This is an optimization exercise on Yosys and OpenROAD, whose aim is small area, a short achievable clock period and few clock cycles, not a production implementation.
In this exercise RTL edits were held to simulation tests only and were not proved equivalent to the original.
Power and IR drop assume default switching activity.

==> try-onyx <==
Design psudolegal_board, start of the top module:
module psudolegal_board(
  input logic clk,
  input logic rst,
  input logic        in_pos_valid,
  input logic [3:0]  in_pos_data,
  input logic        in_pos_sop,
  input logic        in_pos_eop,
  input logic        in_wtp,
  input logic [3:0]  in_castle,
  input logic [3:0]  in_ep,
  input logic       start,
  output reg        o_uci_valid,
  output reg [20:0] o_uci_data,
  output reg        o_uci_sop,
  output reg        o_uci_eop
  );
export LEC_CHECK = 0
export CAP_MARGIN = 40
export CORE_MARGIN = 2
export CORE_UTILIZATION = 40
export PLACE_DENSITY = 0.6
export SETUP_SLACK_MARGIN = 1.0
export SLEW_MARGIN = 60
create_clock -name core_clock -period 13.0 [get_ports {clk}]
run.sh (not shown) runs the stock make flow with config.mk's settings and CLKGATE_MAP_FILE= SYNTH_SCRIPT=/design/flow/synth_recipe.tcl, a recipe that flattens the netlist after the stock synthesis.
==> inputs of try-tundra, as changes to try-onyx <==
--- a/flow/design.v
+++ b/flow/design.v
@@ -294,21 +294,21 @@
   output reg        o_uci_sop,
   output reg        o_uci_eop
   );
   reg [255:0] bdv;
   always @(posedge clk)
     if (in_pos_valid) bdv <= {bdv[251:0], in_pos_data};
   reg       wtp_r;
   reg [3:0] cas_r;
-  reg [7:0] ep1h;    
+  reg [3:0] ep_r;
   always @(posedge clk) begin
     wtp_r <= in_wtp;
     cas_r <= in_castle;
-    ep1h  <= (in_ep != 4'd0) ? 8'd1 << (in_ep[2:0] - 3'd1) : 8'd0;
+    ep_r  <= in_ep;
   end
   function automatic [5:0] pidx(input [2:0] r, input [2:0] f);
     pidx = {r, ~f};
   endfunction
   wire [63:0] occ, colw, own;
   genvar gi;
   generate
     for (gi = 0; gi < 64; gi = gi + 1) begin : sq
@@ -323,64 +323,65 @@
   reg  [5:0] cnt;      
   reg        vld_d;    
   always @(posedge clk) begin
     if (in_pos_valid) cnt <= in_pos_sop ? 6'd1 : cnt + 6'd1;
     vld_d <= in_pos_valid;
   end
   wire [2:0] wj = cnt[2:0] + 3'd6;    
   function automatic ray(input [255:0] b, input integer p0, input integer st,
-                         input [2:0] n, input bit by_white, input bit diag);
+                         input [2:0] n, input bit by_white, input bit diag,
+                         input integer kmin, input integer kmax);
     integer k;
     reg a;
     reg [3:0] c;
     begin
       a = 1'b0;
       for (k = 6; k >= 0; k = k - 1) begin
         c = b[(p0 + k*st)*4 +: 4];
-        if (k < n)
+        if (k < kmax && (k < kmin || k < n))
           a = (c == {by_white, 3'd2} || c == {by_white, diag ? 3'd4 : 3'd3}) ||
               (c[2:0] == 3'd0 && a);
       end
       ray = a;
     end
   endfunction
   function automatic is_pc(input [3:0] c, input bit w, input [2:0] t);
     is_pc = c == {w, t};
   endfunction
-  wire w1 = ray(bdv, 9, 8, 3'd7, 1'b0, 1'b0) |              
-            ray(bdv, 8, 7, 3'd7 - wj, 1'b0, 1'b1) |         
-            ray(bdv, 10, 9, wj, 1'b0, 1'b1) |               
-            ray(bdv, 2, 1, wj, 1'b0, 1'b0) |                
+  wire w1 = ray(bdv, 9, 8, 3'd7, 1'b0, 1'b0, 7, 7) |              
+            ray(bdv, 8, 7, 3'd7 - wj, 1'b0, 1'b1, 1, 5) |         
+            ray(bdv, 10, 9, wj, 1'b0, 1'b1, 2, 6) |               
+            ray(bdv, 2, 1, wj, 1'b0, 1'b0, 2, 6) |                
             (wj != 3'd7 && wj != 3'd6 && is_pc(sqv(bdv, 7), 1'b0, 3'd5)) |
             is_pc(sqv(bdv, 11), 1'b0, 3'd5) | is_pc(sqv(bdv, 16), 1'b0, 3'd5) |
             is_pc(sqv(bdv, 18), 1'b0, 3'd5) |
             is_pc(sqv(bdv, 8), 1'b0, 3'd6) | is_pc(sqv(bdv, 10), 1'b0, 3'd6) |
             is_pc(sqv(bdv, 8), 1'b0, 3'd1) | is_pc(sqv(bdv, 9), 1'b0, 3'd1) |
             is_pc(sqv(bdv, 10), 1'b0, 3'd1) | is_pc(sqv(bdv, 2), 1'b0, 3'd1) |
             is_pc(sqv(bdv, 0), 1'b0, 3'd1);
-  wire w8 = ray(bdv, 49, -8, 3'd7, 1'b1, 1'b0) |            
-            ray(bdv, 48, -9, 3'd7 - wj, 1'b1, 1'b1) |       
-            ray(bdv, 50, -7, wj, 1'b1, 1'b1) |              
-            ray(bdv, 58, 1, wj, 1'b1, 1'b0) |               
-            ray(bdv, 56, -1, 3'd7 - wj, 1'b1, 1'b0) |       
+  wire w8 = ray(bdv, 49, -8, 3'd7, 1'b1, 1'b0, 7, 7) |            
+            ray(bdv, 48, -9, 3'd7 - wj, 1'b1, 1'b1, 1, 5) |       
+            ray(bdv, 50, -7, wj, 1'b1, 1'b1, 2, 6) |              
+            ray(bdv, 58, 1, wj, 1'b1, 1'b0, 2, 6) |               
+            ray(bdv, 56, -1, 3'd7 - wj, 1'b1, 1'b0, 1, 5) |       
             (wj != 3'd7 && wj != 3'd6 && is_pc(sqv(bdv, 47), 1'b1, 3'd5)) |
             is_pc(sqv(bdv, 51), 1'b1, 3'd5) | is_pc(sqv(bdv, 40), 1'b1, 3'd5) |
             is_pc(sqv(bdv, 42), 1'b1, 3'd5) |
             is_pc(sqv(bdv, 48), 1'b1, 3'd6) | is_pc(sqv(bdv, 50), 1'b1, 3'd6) |
             is_pc(sqv(bdv, 48), 1'b1, 3'd1) | is_pc(sqv(bdv, 49), 1'b1, 3'd1) |
             is_pc(sqv(bdv, 50), 1'b1, 3'd1) | is_pc(sqv(bdv, 58), 1'b1, 3'd1) |
             is_pc(sqv(bdv, 56), 1'b1, 3'd1);
   reg [4:0] a1, a8;
   always @(posedge clk)
     if (vld_d) begin
       a1 <= {a1[3:0], w1};
       a8 <= {a8[3:0], w8};
     end
-  wire e1_east = ray(bdv, 2, -1, 3'd3, 1'b0, 1'b0);
+  wire e1_east = ray(bdv, 2, -1, 3'd3, 1'b0, 1'b0, 3, 3);
   wire wk_ok = cas_r[3] & !occ[pidx(0,5)] & !occ[pidx(0,6)] & !a1[2] & !a1[1] & !a1[0] & !e1_east;
   wire wq_ok = cas_r[2] & !occ[pidx(0,3)] & !occ[pidx(0,2)] & !a1[2] & !a1[3] & !a1[4] & !e1_east;
   wire bk_ok = cas_r[1] & !occ[pidx(7,5)] & !occ[pidx(7,6)] & !a8[2] & !a8[1] & !a8[0];
   wire bq_ok = cas_r[0] & !occ[pidx(7,3)] & !occ[pidx(7,2)] & !a8[2] & !a8[3] & !a8[4];
   wire ck_ok = wtp_r ? wk_ok : bk_ok;
   wire cq_ok = wtp_r ? wq_ok : bq_ok;
   function automatic [11:0] phstart(input [2:0] t, input [2:0] r, input [2:0] f,
                                     input w, input kok, input qok, input integer p);
@@ -457,80 +458,77 @@
     end
   endfunction
   reg        seed;
   reg        ns_v;
   reg  [5:0] ns;
   reg        f_v;
   reg  [5:0] f_sq;
   reg  [2:0] f_t;
-  wire [7:0] s_gt, s_eq, s_igt;
-  generate
-    for (gi = 0; gi < 8; gi = gi + 1) begin : thr
-      assign s_gt[gi]  = gi > ns[5:3];
-      assign s_eq[gi]  = gi == ns[5:3];
-      assign s_igt[gi] = gi > ns[2:0];
-    end
-  endgenerate
-  wire [63:0] fcand;
-  generate
-    for (gi = 0; gi < 64; gi = gi + 1) begin : fc
-      assign fcand[gi] = own[gi] & (seed | s_gt[gi/8] | (s_eq[gi/8] & s_igt[gi%8]));
-    end
-  endgenerate
-  reg  [7:0]  gany, gsel;
+  reg  [7:0]  gany, gsel, grow, gin;
   reg  [2:0]  glo [0:7];
+  reg  [2:0]  ilo;
   reg  [5:0]  sn;
-  reg         sseen;
+  reg         sseen, iseen;
   integer fg, fi;
   always @(*) begin
     for (fg = 0; fg < 8; fg = fg + 1) begin
-      gany[fg] = |fcand[fg*8 +: 8];
+      gany[fg] = |own[fg*8 +: 8];
       glo[fg] = 3'd0;
       for (fi = 7; fi >= 0; fi = fi - 1)
-        if (fcand[fg*8+fi]) glo[fg] = fi[2:0];
+        if (own[fg*8+fi]) glo[fg] = fi[2:0];
     end
+    grow = own[ns[5:3]*8 +: 8];
+    for (fi = 0; fi < 8; fi = fi + 1)
+      gin[fi] = grow[fi] && fi > ns[2:0] && !seed;
+    iseen = |gin;
+    ilo = 3'd0;
+    for (fi = 7; fi >= 0; fi = fi - 1)
+      if (gin[fi]) ilo = fi[2:0];
     sseen = 1'b0;
     for (fg = 0; fg < 8; fg = fg + 1) begin
-      gsel[fg] = gany[fg] && !sseen;
-      sseen = sseen | gany[fg];
+      gsel[fg] = gany[fg] && (seed || fg > ns[5:3]) && !sseen;
+      sseen = sseen | (gany[fg] && (seed || fg > ns[5:3]));
     end
     sn = 6'd0;
     for (fg = 0; fg < 8; fg = fg + 1)
       sn = sn | ({6{gsel[fg]}} & {fg[2:0], glo[fg]});
+    if (iseen) sn = {ns[5:3], ilo};
+    sseen = sseen | iseen;
   end
   wire [2:0] ns_t = bdv[ns*4 +: 3];
   reg        run;      
   reg        act;      
   reg  [2:0] cr, cf, ct;    
   reg  [1:0] ph;
   reg  [2:0] tr;           
-  reg  [7:0] tro;          
   reg  [7:0] cm;           
   reg  [7:0] dn;           
   reg  [1:0] pm;
   reg [7:0] r_occ, r_col;
   integer rf;
   integer rk;
   always @(*)
     for (rf = 0; rf < 8; rf = rf + 1) begin
-      r_occ[rf] = 1'b0; r_col[rf] = 1'b0;
-      for (rk = 0; rk < 8; rk = rk + 1) begin
-        r_occ[rf] = r_occ[rf] | (tro[rk] & occ[rk*8 + 7 - rf]);
-        r_col[rf] = r_col[rf] | (tro[rk] & colw[rk*8 + 7 - rf]);
-      end
+      r_occ[rf] = occ[{tr, ~rf[2:0]}];
+      r_col[rf] = colw[{tr, ~rf[2:0]}];
     end
   wire [7:0] own8 = r_occ & ~(r_col ^ {8{wtp_r}});
   wire [7:0] opp8 = r_occ &  (r_col ^ {8{wtp_r}});
   wire [7:0] emp8 = ~r_occ;
   wire       is_pawn = ct == 3'd6;
   wire       is_sld  = ct == 3'd2 || ct == 3'd3 || ct == 3'd4;
-  reg  [7:0] fbel;         
-  wire [7:0] fo   = ~fbel & {fbel[6:0], 1'b1};
-  wire [7:0] ep8  = (wtp_r ? tro[5] : tro[2]) ? ep1h : 8'd0;
+  reg  [7:0] fbel, fo, ep8;    
+  integer fx;
+  always @(*)
+    for (fx = 0; fx < 8; fx = fx + 1) begin
+      fbel[fx] = cf > fx;
+      fo[fx]   = cf == fx;
+      ep8[fx]  = ep_r == fx + 1 && (tr == (wtp_r ? 3'd5 : 3'd2));
+    end
   wire [7:0] vm = !is_pawn ? cm & ~own8 :
                   ph[0]    ? cm & emp8 :
                              cm & ((fo & emp8) | (~fo & (opp8 | (ep8 & emp8))));
   wire [7:0] ev = vm & ~dn;
   reg  [7:0] e1;
   reg  [2:0] etf;
   reg        eseen;
   integer ei;
@@ -552,70 +550,96 @@
   wire s_cont = is_sld && rays != 8'd0 &&
                 (ph == 2'd0 || (ph == 2'd1 ? tr != 3'd7 : tr != 3'd0));
   wire p_cont = is_pawn && ph == 2'd0 && cr == (wtp_r ? 3'd1 : 3'd6) && (emp8 & fo) != 8'd0;
   wire [2:0] tr_up = tr + 3'd1;
   wire [2:0] tr_dn = tr - 3'd1;
   wire c_same = ph == 2'd0 && is_sld;
   wire c_up   = ph == 2'd1 || (is_pawn && wtp_r);
   wire [2:0] c_tr  = c_same ? tr : (c_up ? tr_up : tr_dn);
-  wire [7:0] c_tro = c_same ? tro : (c_up ? {tro[6:0], 1'b0} : {1'b0, tro[7:1]});
   wire cont = s_cont || p_cont;
-  wire [13:0] w_np = nextph(ct, cr, cf, wtp_r, ck_ok, cq_ok, 1'b0, ph);
   wire [2:0]  f_r = f_sq[5:3];
   wire [2:0]  f_f = ~f_sq[2:0];
-  wire [13:0] f_np = nextph(f_t, f_r, f_f, wtp_r, ck_ok, cq_ok, 1'b1, 2'd0);
-  wire more = w_np[13] && !is_pawn;
+  function automatic [3:0] phok(input [2:0] t, input [2:0] r, input [2:0] f,
+                                input w, input kok, input qok);
+    reg [11:0] x0, x1, x2, x3;
+    begin
+      x0 = phstart(t, r, f, w, kok, qok, 0);
+      x1 = phstart(t, r, f, w, kok, qok, 1);
+      x2 = phstart(t, r, f, w, kok, qok, 2);
+      x3 = phstart(t, r, f, w, kok, qok, 3);
+      phok = {x3[11], x2[11], x1[11], x0[11]};
+    end
+  endfunction
+  reg  [3:0] rem4;           
+  wire       more = act && !is_pawn && rem4 != 4'd0;
+  wire [3:0] f_ok = phok(f_t, f_r, f_f, wtp_r, ck_ok, cq_ok);
+  wire [2:0] x_t = more ? ct : f_t;
+  wire [2:0] x_r = more ? cr : f_r;
+  wire [2:0] x_f = more ? cf : f_f;
+  wire [3:0] x_m = more ? rem4 : f_ok;
+  wire [3:0] x_oh = x_m & ~{x_m[2:0], 1'b0} & ~{x_m[1:0], 2'b0} & ~{x_m[0], 3'b0};
+  reg  [13:0] x_np;
+  reg  [11:0] x_s;
+  integer xp;
+  always @(*) begin
+    x_np = 14'd0;
+    for (xp = 0; xp < 4; xp = xp + 1) begin
+      x_s = phstart(x_t, x_r, x_f, wtp_r, ck_ok, cq_ok, xp);
+      x_np = x_np | ({14{x_oh[xp]}} & {1'b1, xp[1:0], x_s[10:0]});
+    end
+  end
+  wire [3:0] rem4_n = x_m & ~x_oh;
+  wire [13:0] w_np = x_np;
+  wire [13:0] f_np = x_np;
   wire gend      = act && !hold && last;
   wire piece_end = !act || (gend && !cont && !more);
   wire do_switch = run && piece_end && f_v;
   wire done_now  = run && act && piece_end && !f_v;
   wire f_take    = do_switch || !f_v;
   always @(posedge clk) begin
     if (rst) begin
       run <= 1'b0; act <= 1'b0; seed <= 1'b0; ns_v <= 1'b0; f_v <= 1'b0;
     end else begin
       seed <= start;
       if (start) begin
         run <= 1'b1; act <= 1'b0; f_v <= 1'b0; ns_v <= 1'b0;
       end else begin
-        if (seed || (f_take && ns_v)) begin
-          ns <= sn;
-          ns_v <= sseen;
-        end
-        if (f_take) begin
-          f_sq <= ns; f_t <= ns_t; f_v <= ns_v && !seed;
-        end
+        if (seed || (f_take && ns_v)) ns_v <= sseen;
+        if (f_take) f_v <= ns_v && !seed;
       end
       if (done_now) begin
         run <= 1'b0; act <= 1'b0;
       end
       if (do_switch) act <= 1'b1;
     end
+    if (seed || (f_take && ns_v)) ns <= sn;
+    if (f_take) begin
+      f_sq <= ns; f_t <= ns_t;
+    end
     if (hold) begin
       pm <= pm + 2'd1;
     end else begin
       pm <= 2'd0;
       if (do_switch) begin
         cr <= f_r; cf <= f_f; ct <= f_t;
-        fbel <= (8'd1 << f_f) - 8'd1;
         ph <= f_np[12:11]; tr <= f_np[10:8]; cm <= f_np[7:0];
-        tro <= 8'd1 << f_np[10:8];
+        rem4 <= rem4_n;
         dn <= 8'd0;
       end else if (act && !last) begin
         dn <= dn | e1;
       end else if (act) begin
         dn <= 8'd0;
         if (cont) begin
-          tr <= c_tr; tro <= c_tro;
+          tr <= c_tr;
           if (is_pawn) begin ph <= 2'd1; cm <= fo; end
           else cm <= rays;
         end else begin
           ph <= w_np[12:11]; tr <= w_np[10:8]; cm <= w_np[7:0];
-          tro <= 8'd1 << w_np[10:8];
+          rem4 <= rem4_n;
         end
       end
     end
   end
   wire        m_v = emit;
   wire [20:0] m_w = {promo, pm, ct, cf, cr, 3'd0, etf, tr};
   reg [20:0] hbuf;
   reg        hv, flush, sent;
==> flow/flow/run.sh (new file) <==
#!/bin/bash
set -euo pipefail
bash standard.sh SETUP_SLACK_MARGIN=9.5 finish > flow.log 2>&1
==> flow/standard.sh (new file) <==
#!/bin/bash
# synth_recipe.tcl (not shown) runs the flow's synth.tcl, then flattens the netlist and writes it again
# the make line also repeats each setting of config.mk as NAME=value (left out here)
make -C /OpenROAD-flow-scripts/flow DESIGN_CONFIG=/design/flow/config.mk WORK_HOME=/design/flow/orfs CLKGATE_MAP_FILE= SYNTH_SCRIPT=/design/flow/synth_recipe.tcl "${@:-finish}"
==> flow/config.mk (replaced) <==
export PLATFORM = sky130hd
export DESIGN_NAME = psudolegal_board
export DESIGN_NICKNAME = psudolegal_board
export VERILOG_FILES = /design/flow/design.v
export SDC_FILE = /design/flow/constraint.sdc
export NUM_CORES = 4
export LEC_CHECK = 0
export ABC_AREA = 1
export CAP_MARGIN = 40
export CORE_MARGIN = 2
export CORE_UTILIZATION = 40
export CTS_CLUSTER_DIAMETER = 120
export CTS_CLUSTER_SIZE = 25
export PLACE_DENSITY = 0.6
export SETUP_SLACK_MARGIN = 1.0
export SLEW_MARGIN = 40
removed: flow/run.sh
==> key figures <==
Timing
  – Slew of the pin with the lowest slew margin: 0.7715 ns

Power
  – Clock power frac: 25.2%

Run status
  – Status: complete, no violations

Critical path
  – FF-to-FF Start: bdv[233]

Routing
  – Mean routed wirelength per cell: 24.38 µm
# the run above: try-tundra

==> key figures <==
Timing
  – Slew of the pin with the lowest slew margin: 0.6959 ns

Run status
  – Status: complete, no violations

Critical path
  – FF-to-FF Start: ns[1]

Clock network
  – Clock-pin slew on the worst setup and hold paths: 0.06 ns

Routing
  – Mean routed wirelength per cell: 28.92 µm
# the run above: try-onyx

Testbench counts of try-onyx, summed over its fixed seeds: cycles 117,286.
Testbench counts of try-tundra, summed over its fixed seeds: cycles 117,286.

separate check: timing with driven ports:
How much do the figures lean on ideal ports? The routed layouts below were timed once more, with nothing changed but the port constraints. Step 1 assumes that a clkbuf_16 drives the clock port and a buf_2 every other input. Step 2 adds t to the input delays and takes it off the output delays; t is the mean of the earliest and latest rising clock arrival at the registers after step 1. Input paths then give back, and output paths get back, about the clock's delay inside the block. Three values: ideal ports, drivers, drivers and shift; two values: the first two.
run	shift t [ns]	setup WS [ns]	hold slack, ns	worst setup path at the end	worst slew at a driven data input, ns
try-onyx	0.647	8.412 / 8.412 / 8.412	0.339 / 0.339 / 0.339	register to register	0.05
try-tundra	0.617	9.298 / 9.298 / 8.977	0.343 / 0.343 / 0.343	input to register	0.06
After both steps every run listed still meets setup and hold. The setup slack of try-tundra, which loses most, moves by 0.000 ns with the drivers and by -0.321 ns with both steps.
